From an optimization exercise on the open Yosys and OpenROAD flow, aimed at small area, a short achievable clock period and few clock cycles per item; shortcuts taken in it are not production practice. At most, simulation tests tie the RTL to the original design; equivalence was not proved. Power and IR drop assume default switching activity.

==> flow/design.v (excerpt) <==
module fir (
    input  wire        ap_clk,
    input  wire        ap_rst,
    input  wire        ap_start,
    output wire        ap_done,
    output wire        ap_idle,
    output wire        ap_ready,
    output wire [31:0] y,
    output wire        y_ap_vld,
    output wire [3:0]  c_address0,
    output wire        c_ce0,
    input  wire [31:0] c_q0,
    input  wire [31:0] x
);
reg  [3:0]  cnt;       
reg  [3:0]  ph;        
reg  [3:0]  nvalid;    
reg         done_q;
reg         clr;       
reg  [31:0] ring [0:9];
reg  [31:0] c_reg;
reg  [15:0] bone, btwo, bneg;
reg  [31:0] acc_s, acc_c;
reg  [1:0]  acc_t;      
reg  [31:0] acc_e;      
wire ld_ring = (cnt >= 4'd1) && (cnt <= 4'd10);
assign ap_idle    = ~ap_start;
assign ap_done    = done_q;
assign ap_ready   = done_q;
assign y_ap_vld   = done_q;
assign y          = c_reg;
assign c_ce0      = ap_start;
assign c_address0 = (cnt == 4'd10) ? 4'd0 : ((ph == 4'd9) ? 4'd1 : ph + 4'd2);
always @(posedge ap_clk) begin
    if (ap_rst) begin
        cnt    <= 4'd0;
        done_q <= 1'b0;
        clr    <= 1'b0;
        ph     <= 4'd0;
        nvalid <= 4'd0;
    end else begin
        if (cnt == 4'd0)
            cnt <= {3'd0, ap_start};
        else if (cnt == 4'd14)
            cnt <= 4'd0;
        else
            cnt <= cnt + 4'd1;
        done_q <= (cnt == 4'd13);
        clr    <= (cnt == 4'd1);
        if (done_q) begin
            ph <= (ph >= 4'd8) ? ph - 4'd8 : ph + 4'd2;
            if (nvalid != 4'd10)
                nvalid <= nvalid + 4'd1;
        end else begin
  ...
Settings: LEC_CHECK=0, CAP_MARGIN=5, CORE_MARGIN=2, CORE_UTILIZATION=70, CTS_BUF_LIST=sky130_fd_sc_hd__clkbuf_8, CTS_CLUSTER_DIAMETER=60, CTS_CLUSTER_SIZE=16, PLACE_DENSITY=0.78, SETUP_SLACK_MARGIN=4.8, SLEW_MARGIN=5, TNS_END_PERCENT=30; clock period 8.5 ns.
standard.sh (not shown) runs the stock make flow with config.mk's settings and CLKGATE_MAP_FILE= SYNTH_SCRIPT=/design/flow/synth_recipe.tcl, a recipe that flattens the netlist after the stock synthesis.
==> flow/flow/run.sh <==
#!/bin/bash
# Standard ORFS layout, with two changes:
#  1. after the standard synthesis, flow/polarity.py re-chooses the polarity of the full adders
#     and XOR gates to drop inverters (same function, same registers);
#  2. ports are buffered with buf_2 instead of the flow's default buffer.
set -euo pipefail
W=$(pwd)
R=$W/orfs/results/$FLOW_PLATFORM/fir/base
bash standard.sh "$R/1_2_yosys.v" > synth.log 2>&1
cp "$R/1_2_yosys.v" "$W/1_2_yosys_standard.v"
python3 flow/polarity.py "$W/1_2_yosys_standard.v" "$R/1_2_yosys.v" > polarity.log 2>&1
export BUFFER_PORTS_ARGS="-buffer_cell sky130_fd_sc_hd__buf_2"
bash standard.sh > layout.log 2>&1
Other scripts of this flow, unchanged in this note and not shown: flow/flow/polarity.py
Testbench counts at the start, summed over its fixed seeds: cycles 24,000, items 1,600.
Edit:
--- a/flow/design.v
+++ b/flow/design.v
@@ -8,52 +8,55 @@
     output wire [31:0] y,
     output wire        y_ap_vld,
     output wire [3:0]  c_address0,
     output wire        c_ce0,
     input  wire [31:0] c_q0,
     input  wire [31:0] x
 );
 reg  [3:0]  cnt;       
 reg  [3:0]  ph;        
 reg  [3:0]  nvalid;    
 reg         done_q;
+reg         rd_q;      
 reg         clr;       
 reg  [31:0] ring [0:9];
 reg  [31:0] c_reg;
 reg  [15:0] bone, btwo, bneg;
 reg  [31:0] acc_s, acc_c;
 reg  [1:0]  acc_t;      
 reg  [31:0] acc_e;      
 wire ld_ring = (cnt >= 4'd1) && (cnt <= 4'd10);
 assign ap_idle    = ~ap_start;
 assign ap_done    = done_q;
 assign ap_ready   = done_q;
 assign y_ap_vld   = done_q;
 assign y          = c_reg;
-assign c_ce0      = ap_start;
+assign c_ce0      = ap_start & rd_q;
 assign c_address0 = (cnt == 4'd10) ? 4'd0 : ((ph == 4'd9) ? 4'd1 : ph + 4'd2);
 always @(posedge ap_clk) begin
     if (ap_rst) begin
         cnt    <= 4'd0;
         done_q <= 1'b0;
+        rd_q   <= 1'b1;
         clr    <= 1'b0;
         ph     <= 4'd0;
         nvalid <= 4'd0;
     end else begin
         if (cnt == 4'd0)
             cnt <= {3'd0, ap_start};
         else if (cnt == 4'd14)
             cnt <= 4'd0;
         else
             cnt <= cnt + 4'd1;
         done_q <= (cnt == 4'd13);
+        rd_q   <= (cnt <= 4'd9) || (cnt == 4'd14);    
         clr    <= (cnt == 4'd1);
         if (done_q) begin
             ph <= (ph >= 4'd8) ? ph - 4'd8 : ph + 4'd2;
             if (nvalid != 4'd10)
                 nvalid <= nvalid + 4'd1;
         end else begin
             ph <= (ph == 4'd9) ? 4'd0 : ph + 4'd1;
         end
     end
 end
 integer r;
Effect: Utilization climbs by 0.55 points. Sequential power is about the same. Die area is higher by 0.88%. Clock skew came out higher by 7.1 ps. Clock-buffer cell count came out higher by 4. Sequential share of layout area goes down by 0.47 points. Combinational power rose by 5.9%. Worst setup slack loses 110 ps.
Only the layout flow was run in the second run of this note; the RTL was not checked for function there.

## afterwards: timing with drivers on the ports
How much do the figures lean on ideal ports? The routed layouts below were timed once more, with nothing changed but the port constraints.
Step 1 sets driving cells, clkbuf_16 on the clock port and buf_2 on the other inputs (assumed; they add their load-dependent delay and slew).
Step 2, shift: input delay + t, output delay - t, t = (earliest + latest rising clock arrival at the registers) / 2. This alone moves slack from input paths to output paths.
Three values: ideal ports, drivers, drivers and shift; two values: the first two.
run	t, ns	setup WS [ns]	hold slack, ns	cell pins on the clock port's net
the first run	0.662	4.819 / 4.817 / 4.817	0.312 / 0.312 / 0.312	1
the second run	0.679	4.704 / 4.677 / 4.677	0.321 / 0.321 / 0.321	1
After both steps every run listed still meets setup and hold. The setup slack of the second run, which loses most, moves by -0.027 ns with the drivers and by -0.027 ns with both steps.
